What follows belongs to an exercise in optimizing a design on an open flow for small area, a short achievable clock period and few clock cycles per item; a production flow would make more cautious choices. Function was checked by simulation only, so behaviour that the tests miss may differ from the original.

<file path="config.mk">
export PLATFORM = sky130hd
export DESIGN_NAME = ntt_core
export DESIGN_NICKNAME = ntt_core
export VERILOG_FILES = /design/flow/design.v
export SDC_FILE = /design/flow/constraint.sdc
export NUM_CORES = 8
export LEC_CHECK = 0
export CAP_MARGIN = 20
export CORE_MARGIN = 2
export CORE_UTILIZATION = 40
export SLEW_MARGIN = 20
</file>
<file path="constraint.sdc">
create_clock -name core_clock -period 10.0 [get_ports {clk}]
set_input_delay 2.0000 -clock core_clock [delete_from_list [all_inputs] [get_ports {clk}]]
set_output_delay 2.0000 -clock core_clock [all_outputs]
set_load 0.01 [all_outputs]
</file>
<file path="design.v">
`timescale 1ns / 1ps
module modmul (
    input  wire        clk,
    input  wire [22:0] a,
    input  wire [22:0] b,
    output reg  [22:0] r
);
    localparam [23:0] Q = 24'd8380417;
    reg [45:0] p1, p2;
    reg [33:0] t1;
    wire [33:0] t1_n = {1'b0, p2[45:13]} + {10'd0, Q} + {21'd0, p2[12:0]} - {11'd0, p2[12:0], 10'd0};
    wire [23:0] t2   = {3'd0, t1[33:13]} + Q + {11'd0, t1[12:0]} - {1'b0, t1[12:0], 10'd0};
    wire [24:0] t2c  = {1'b0, t2} - {1'b0, Q};
    always @(posedge clk) begin
        p1 <= a * b;
        p2 <= p1;
        t1 <= t1_n;
        r  <= t2c[24] ? t2[22:0] : t2c[22:0];
    end
endmodule
`timescale 1ns / 1ps
module bfly_addsub (
    input  wire [22:0] u,
    input  wire [22:0] t,
    output wire [22:0] s,
    output wire [22:0] d
);
    localparam [23:0] Q = 24'd8380417;
    wire [23:0] sum  = {1'b0, u} + {1'b0, t};
    wire [24:0] sumc = {1'b0, sum} - {1'b0, Q};
    assign s = sumc[24] ? sum[22:0] : sumc[22:0];
    wire [23:0] dif  = {1'b0, u} - {1'b0, t};
    wire [23:0] difc = dif + Q;
    assign d = dif[23] ? difc[22:0] : dif[22:0];
endmodule
`timescale 1ns / 1ps
module g1_rom (
    input  wire [7:0]  k,
    output wire [22:0] z
);
    localparam [5887:0] TAB = 5888'hc8bf504f1d6d824bd6cd5588338b98f90394729edfc62a5a382eb15dc7ad370d9f4b3dab1eb1753410b783b73e9e9207012f7460cdb0ccf863b60d1348e23cf0289a75c876c807a2c97160bdf381282940020ef5b5a14769ca8744850b2162c4481a628efb623f33d60edc11aa63fbf8833cb363539e28234e85cd1d06377c3bae64a453f53cfbcf711a8211f3404112d82d8c94fc5a2f58c3e580339c9497d8e5c56ec8c1f1e191178763e114b452e3d825a730c1d99b6646fe6deaad2f919ce37d67843406a0cd1e651c8283ada36765b7a966b8138caed2dc3be1edf7a258c225a9cf0615e888d57a010bc1713c8e5853c8b6c2d7ba674863b69ffc6ffccbc935d0498c0b2c54c95d083f52edb3fbc2ce0165f60b116ee85e9e57a052566e94d7fe1780c99e363dc8810fbc39df7d775c145f9ffbf983dfcd0aa1262f3cc425fa8658314e87b838c463f19238d89dc7eb25393c0b960acc762f230568bc5433c1b2cfe21ca1161dd9265e7f5a692b9dadc144380a3808fbb38bbf71243dec199fc7a23640f9b875bfd8cb35ff296595673271401f2877378590a80192df2742f87b8e0f1502887d6fe3351c123981ff3d6b01b099bd3de064d81dded8002b4e1422f482a45004162d2870773364e98a5ac1e2c45d73023575027f066ccf42fbb80bda9aa29775ab48209393c5f852a7641fc67ad33d9cc944d7d980fc491119b25ff1d4b277be86bff08e37af15adbe13397fc9a161265944595da9a65c3841c23ec199b5029c4a977b61a1d8fadf898e815b5acc450d4fa606b7b0258fd18f9f1e314a8b46c82d5919a067d1313e69c3560596c98b9b2d21f56f2ea1500d810fa62f55314ac3a21d74f6d745ccf75d3c8138d60f97c15ed73f99a8951ffaecb298aaebe731fb5525df7e89665c19e47e6469851883f65369b812f99cc24f99fd5d5dfc677e17dbedec05d01b4150925a652e2bba89ab69a3696b8ea02ffa497824d54292aa64f9701cf2befa167de42f7f07af383abed07148fe8a00fff8;
    assign z = TAB[k*23 +: 23];
endmodule
`timescale 1ns / 1ps
module ntt_core #(
    parameter WIDTH = 24
)(
    input  wire          clk,
    input  wire          rst_n,
    input  wire          start,
    output reg           done,
    output reg  [7:0]    ram_addr_a,
    output reg           ram_we_a,
    output reg  [WIDTH-1:0] ram_wdata_a,
    input  wire [WIDTH-1:0] ram_rdata_a,
    output reg  [7:0]    ram_addr_b,
    output reg           ram_we_b,
    output reg  [WIDTH-1:0] ram_wdata_b,
    input  wire [WIDTH-1:0] ram_rdata_b
);
    localparam integer WOFS = 14;
    localparam [10:0] CC_LAST = 11'd1035;    
    reg        run;       
    reg        prm;       
    reg [10:0] cc;        
    reg [2:0]  pj;        
    reg [3:0]  pd;        
    reg [1:0]  pm;        
    wire idle = !run && !prm;
    function [7:0] pos;
        input [7:0] g;
        input [1:0] e;
        begin
            case (g[7:6])
                2'd0: pos = {e, g[5:0]};
                2'd1: pos = {g[5:4], e, g[3:0]};
                2'd2: pos = {g[5:2], e, g[1:0]};
                default: pos = {g[5:0], e};
            endcase
        end
    endfunction
    function [3:0] brv4;
        input [3:0] x;
        brv4 = {x[0], x[1], x[2], x[3]};
    endfunction
    wire [10:0] cn  = cc + 11'd1;
    wire [10:0] cw  = cc + 11'd1 - WOFS;       
    wire        rd_n = run && (cn[10] == 1'b0) && (cn[1] == 1'b0);
    wire        wr_n = run && (cc >= WOFS - 1) && (cc < CC_LAST) && (cw[1] == 1'b0);
    wire [7:0]  gr   = cn[9:2];
    wire [7:0]  gw   = cw[9:2];
    wire [2:0]  pj_n   = (pj == 3'd5) ? 3'd0 : pj + 3'd1;
    wire        pf_end = (pj == 3'd5);
    wire        plast  = pf_end && (pd == 4'd8) && (pm == 2'd1);
    wire [3:0]  pd_n   = (pf_end && ((pd != 4'd8 && pm == 2'd3))) ? pd + 4'd1 : pd;
    wire [1:0]  pm_n   = pf_end ? ((pm == 2'd3 || (pd == 4'd8 && pm == 2'd1)) ? 2'd0 : pm + 2'd1) : pm;
    wire        sec_n  = pj_n[0];
    wire [3:0]  xa_n   = {pm_n, sec_n, 1'b0};
    wire [3:0]  xb_n   = {pm_n, sec_n, 1'b1};
    wire [3:0]  ya_n   = xa_n + pd_n;
    wire [3:0]  yb_n   = xb_n + pd_n;
    wire        useb_n = (pj_n[2:1] == 2'd1);     
    wire [7:0]  pa_n   = useb_n ? {ya_n, brv4(xa_n)} : {xa_n, brv4(ya_n)};
    wire [7:0]  pb_n   = useb_n ? {yb_n, brv4(xb_n)} : {xb_n, brv4(yb_n)};
    wire        pwe_n  = (pj_n >= 3'd2);
    reg  [22:0] V;                  
    reg  [22:0] H;                  
    reg  [22:0] S, D;               
    reg  [22:0] U1, U2, U3, U4, U5; 
    reg  [7:0]  tidx;               
    reg  [22:0] W;                  
    wire [22:0] T;                  
    wire [22:0] S_n, D_n;
    wire [22:0] z_rom;
    wire [1:0]  ph = cc[1:0];
    wire [7:0]  gk  = cc[9:2];
    wire [7:0]  gk1 = cc[9:2] - 8'd1;
    reg  [7:0]  tidx_n;
    always @(*) begin
        if (ph[1] == 1'b0) begin
            case (gk[7:6])
                2'd0: tidx_n = 8'd1;
                2'd1: tidx_n = {6'b000001, gk[5:4]};
                2'd2: tidx_n = {4'b0001, gk[5:2]};
                default: tidx_n = {2'b01, gk[5:0]};
            endcase
        end else begin
            case (gk1[7:6])
                2'd0: tidx_n = {7'b0000001, ph[0]};
                2'd1: tidx_n = {5'b00001, gk1[5:4], ph[0]};
                2'd2: tidx_n = {3'b001, gk1[5:2], ph[0]};
                default: tidx_n = {1'b1, gk1[5:0], ph[0]};
            endcase
        end
    end
    g1_rom u_rom (.k(tidx), .z(z_rom));
    modmul u_mul (.clk(clk), .a(V), .b(W), .r(T));
    bfly_addsub u_as (.u(U1), .t(T), .s(S_n), .d(D_n));
    always @(posedge clk) begin
        tidx <= tidx_n;
        W    <= z_rom;
        S    <= S_n;
        D    <= D_n;
        H    <= D;
        case (ph)
            2'd1, 2'd2: V <= ram_rdata_b[22:0];
            2'd3:       V <= S;
            default:    V <= H;
        endcase
        U1 <= U2;
        U2 <= U3;
        U3 <= U4;
        U4 <= (ph == 2'd0) ? S : U5;
        U5 <= (ph == 2'd0) ? D : ram_rdata_a[22:0];
    end
    always @(posedge clk or negedge rst_n) begin
        if (!rst_n) begin
            run <= 1'b0; prm <= 1'b0; done <= 1'b0;
            cc <= 11'd0; pj <= 3'd0; pd <= 4'd1; pm <= 2'd0;
            ram_we_a <= 1'b0; ram_we_b <= 1'b0;
            ram_addr_a <= 8'd64; ram_addr_b <= 8'd192;
            ram_wdata_a <= {WIDTH{1'b0}}; ram_wdata_b <= {WIDTH{1'b0}};
        end else begin
            done <= 1'b0;
            if (prm) begin
                ram_wdata_a <= ram_rdata_a;
                ram_wdata_b <= ram_rdata_b;
            end else begin
                ram_wdata_a <= {1'b0, S};
                ram_wdata_b <= {1'b0, D};
            end
            if (idle) begin
                ram_we_a <= 1'b0; ram_we_b <= 1'b0;
                cc <= 11'd0;
                if (start) begin
                    run <= 1'b1;
                    ram_addr_a <= 8'd0; ram_addr_b <= 8'd128;    
                    cc <= 11'd1;
                end
            end else if (run) begin
                cc <= cn;
                if (cc == CC_LAST) begin
                    run <= 1'b0; prm <= 1'b1;
                    pj <= 3'd0; pd <= 4'd1; pm <= 2'd0;
                    ram_we_a <= 1'b0; ram_we_b <= 1'b0;
                    ram_addr_a <= {4'd0, brv4(4'd1)};
                    ram_addr_b <= {4'd1, brv4(4'd2)};
                end else if (rd_n) begin
                    ram_we_a <= 1'b0; ram_we_b <= 1'b0;
                    ram_addr_a <= pos(gr, cn[0] ? 2'd0 : 2'd1);
                    ram_addr_b <= pos(gr, cn[0] ? 2'd2 : 2'd3);
                end else if (wr_n) begin
                    ram_we_a <= 1'b1; ram_we_b <= 1'b1;
                    ram_addr_a <= pos(gw, cw[0] ? 2'd2 : 2'd0);
                    ram_addr_b <= pos(gw, cw[0] ? 2'd3 : 2'd1);
                end else begin
                    ram_we_a <= 1'b0; ram_we_b <= 1'b0;
                end
            end else begin
                pj <= pj_n; pd <= pd_n; pm <= pm_n;
                if (plast) begin
                    prm <= 1'b0;
                    done <= 1'b1;
                    ram_we_a <= 1'b0; ram_we_b <= 1'b0;
                    ram_addr_a <= 8'd64; ram_addr_b <= 8'd192;
                end else begin
                    ram_we_a <= pwe_n; ram_we_b <= pwe_n;
                    ram_addr_a <= pa_n; ram_addr_b <= pb_n;
                end
            end
        end
    end
endmodule
</file>
<file path="run.sh">
#!/bin/bash
# synth_recipe.tcl (not shown) runs the flow's synth.tcl, then flattens the netlist and writes it again
# the make line also repeats each setting of config.mk as NAME=value (left out here)
make -C /OpenROAD-flow-scripts/flow DESIGN_CONFIG=/design/flow/config.mk WORK_HOME=/design/flow/orfs CLKGATE_MAP_FILE= SYNTH_SCRIPT=/design/flow/synth_recipe.tcl finish
</file>
==> summary.txt <==
Clock network
  • Clock tree sinks: 475
  • CTS Hold Buffers Added: 0
  • H-tree depth: 2
  • CTS resizes: 0
  • Clk Latency, worst-skew pair: 650 ps
  • TritonCTS Buffers: 51
  • CTS tree: yes
  • CTS clk-pin slew, worst paths: 60 ps
  • Post-CTS setup buffer count: 0
  • Clk root buf: clkbuf_16
  • CTS max path bufs: 3

Place
  • Hpwl dp: 128000 µm
  • # port buffers: 117
  • RePlAce Congestion: 1.06
  • Placed cell count: 6926

Logic synthesis
  • Syn Area/Cell: 8.30 µm²
  • Ys flop type: dfxtp_1
  • Post-Synthesis Net Count: 6419
  • Post-synth EDFFs: 0
  • Post-Syn Area: 46300 µm²
  • FFs w/ async S/R, synth: 0.185
  • Distinct cells, synth: 95
  • Mapped Cells: 5581
  • Register area share after synthesis: 0.215
  • Seq cells post-synth: 475
  • Ys Warns: 2

STA
  • Setup Total Neg Slack: 0 ps
  • Slew @ Worst Pin: 1170 ps
  • Clk_skew: 41.0 ps
  • Hold Vio Cnt, Final: 0
  • Setup Viol. Count Final: 0
  • Tmin final: 7900 ps
  • RSZ-0062 raised after global routing: no
  • Fmax: 0.127 GHz
  • Fin Hold WS: 310 ps
  • Final slew viol count: 0
  • Slew HR: 0.212
  • Final Cycle Share: 0.790

Setup path
  • Crit-path cells: and2_1 > fa_1 > fa_1 > inv_1 > fa_1 > fa_1 > inv_1 > fa_1 > fa_1 > inv_1 > fa_1 > inv_1 > ha_1 > nand2_1 > o21bai_1 > a21o_1 > a2111oi_0 > o21ai_0 > a21oi_1 > nor2_1 > o21ai_0 > nor4b_1 > a211o_1
  • Largest stage delay on the critical path: 1090 ps
  • WP data arrival: 8420 ps
  • CP endpoint kind: register
  • Worst reg2reg startpoint: V[14]
  • Crit path launch type: register
  • CP Launch Point: V[14]
  • Slowest stage cell, crit path: dfxtp_1
  • Top cell by count, worst path: fa_1
  • CP Max Fanout: 23
  • Setup CP Type: reg2reg
  • Req. time, crit path: 10520 ps

Die
  • Starting density of the core: 0.404
  • Core ar.: 115000 µm²
  • Row count: 124
  • Die Wd: 344 µm
  • Ports: 118
  • Height of the die: 344 µm
  • Die area: 119000 µm²

Layout
  • Finished Layout Cells: 7023
  • FILL cells: 11449
  • Area occupied by multi-input gates: 32200 µm²
  • Share of cells above drive strength 1: 0.0537
  • Nets: 6305
  • Area Overhead vs Synth: 8.62%
  • Register area: 9980 µm²

Global route
  • First-pass GRT wire length: 256000 µm
  • Initial antenna violation count: 8
  • Largest net degree at the start of global routing: 151
  • GRT overflow: 0
  • Number of global-route vias before repair: 39924
  • GRT Total Usage: 0.285

Detailed routing
  • Final wirelength: 171000 µm
  • DR pass1 iterations: 7
  • DRC viols: 0
  • DR WL/cell: 24.3 µm
  • Initial DRC Count: 4311
  • Via count: 40409
  • Vias per cell: 5.75
  • DRT antenna net count: 0

Job
  • Total of max-cap violations: 0

Min path
  • Worst Hold Class: reg2reg
  • Hold Path Origin: U3[7]

Outcome
  • Status: complete, no violations
cell type report:
type | count | share of cell area
repair buffers | 169 | 0.0315
clock buffers | 65 | 0.0272
clock inverters | 29 | 0.00754
inverters | 763 | 0.0569
multi-input cells | 4007 | 0.641
flip-flops and latches | 475 | 0.198
well taps | 1512 | 0.0376
diodes | 3 | 0.000149
worst max-delay path, delay by kind of cell (launching register included):
kind,cells,cell delay [ps]
adders and majority gates,8,3770
AOI/OAI and AO/OA,7,2150
DFF,1,1090
and+or+nand+nor,4,570
buffers and inverters,4,220
state kept, by name (all words and copies together) (netlist names), 23 cells and up:
register and flops:
D 23, H 23, S 23, U1 23
U2 23, U3 23, U4 23, U5 23
V 23, W 23, ram_wdata_a 24, ram_wdata_b 24
u_mul.p1 46, u_mul.p2 46, u_mul.r 23, u_mul.t1 34
through the flow:
step / setup WS [ps] / util / area, µm²
after floorplan: 3220 / - / 46300
after global routing: 1690 / 0.439 / 50300
after CTS: 2160 / 0.439 / 50300
final: 2100 / 0.439 / 50300
after detailed placement: 2190 / 0.423 / 48500
after global placement: 2310 / 0.423 / 48500
worst paths after layout:
kind / cells after the start / slack (ps) / endpoint
min: 0 / 310 / U2[7]
min in group asynchronous: 1 / 1290 / ram_wdata_b[22]
max: 23 / 2100 / u_mul.p1[38]
min reg2reg: 0 / 310 / U2[7]
max in group asynchronous: 2 / 7600 / ram_wdata_b[7]
max reg2reg: 23 / 2100 / u_mul.p1[38]
metal layers:
layer	up-vias	GRT usage	part of all wire
met5	-	0	0.00029
met4	8	0.118	0.050
met3	438	0.0575	0.089
met2	1939	0.427	0.43
met1	19737	0.401	0.44
li1	18287	-	-
cell usage in the layout, fill, tap and decap left out, types with 83 or more instances in the layout:
cell type | Yosys | layout
inv_1 | 757 | 754
nand2_1 | 679 | 679
fa_1 | 450 | 450
dfxtp_1 | 387 | 380
a21oi_1 | 359 | 359
o21ai_0 | 336 | 336
ha_1 | 337 | 335
nor2_1 | 294 | 294
and2_1 | 264 | 264
xnor2_1 | 154 | 154
clkdlybuf4s50_1 | 0 | 116
mux2_2 | 95 | 95
nand3_1 | 86 | 86
dfrtp_1 | 84 | 83
kinds of logic after synthesis:
kind of cell    after synthesis  synth area share
buf+inv                    1099            0.0895
simple gates               1589             0.161
flops                       475             0.215
xor+xnor                    216            0.0409
mux                         131            0.0336
fa+ha+maj                   788             0.286
compound gates             1283             0.175
synth_stat cells (12+ instances only):
cell type | number | area share
xnor2_1 | 154 | 0.029
nor2_1 | 294 | 0.024
o311ai_0 | 30 | 0.0057
nor2b_1 | 35 | 0.0047
o211ai_1 | 58 | 0.0094
fa_1 | 450 | 0.19
a21o_1 | 63 | 0.010
dfxtp_1 | 387 | 0.17
o21ai_0 | 336 | 0.036
a21oi_1 | 359 | 0.039
nand2b_1 | 31 | 0.0042
dfrtp_1 | 84 | 0.045
and3_1 | 18 | 0.0024
a22oi_1 | 32 | 0.0052
a221oi_1 | 18 | 0.0034
o21bai_1 | 21 | 0.0034
nor3_1 | 76 | 0.0082
nand4_1 | 25 | 0.0034
o22ai_1 | 31 | 0.0042
a211oi_1 | 70 | 0.011
a311oi_1 | 21 | 0.0040
a211o_1 | 12 | 0.0023
buf_1 | 40 | 0.0032
or2_2 | 14 | 0.0019
inv_1 | 757 | 0.061
mux2_2 | 95 | 0.023
o31ai_1 | 31 | 0.0050
a31oi_1 | 56 | 0.0076
and2_1 | 264 | 0.036
ha_1 | 337 | 0.091
xor2_1 | 62 | 0.012
mux2i_1 | 26 | 0.0056
nand2_1 | 679 | 0.055
o21a_1 | 23 | 0.0037
nand3_1 | 86 | 0.0093
clkbuf_1 | 286 | 0.023
Testbench counts, summed over its fixed seeds: cycles 29,192, transforms 24.

## separate check: timing with driven ports
Ports are ideal in the flow. The routed layout listed here was re-timed in OpenROAD. Step 1 assumes that a clkbuf_16 drives the clock port and a buf_2 every other input. Step 2, shift: input delay + t, output delay - t, t = (earliest + latest rising clock arrival at the registers) / 2. This alone moves slack from input paths to output paths. Slacks: no drivers / after step 1 / after step 2; pairs: no drivers / after step 1.
shift t [ns]: 0.697
slack for setup (ns): 2.095 / 2.095 / 2.095
slew at the worst register clock pin (ns): 0.09 / 0.09
After both steps this run still meets setup and hold. The setup slack of this run moves by 0.000 ns with the drivers and by 0.000 ns with both steps.
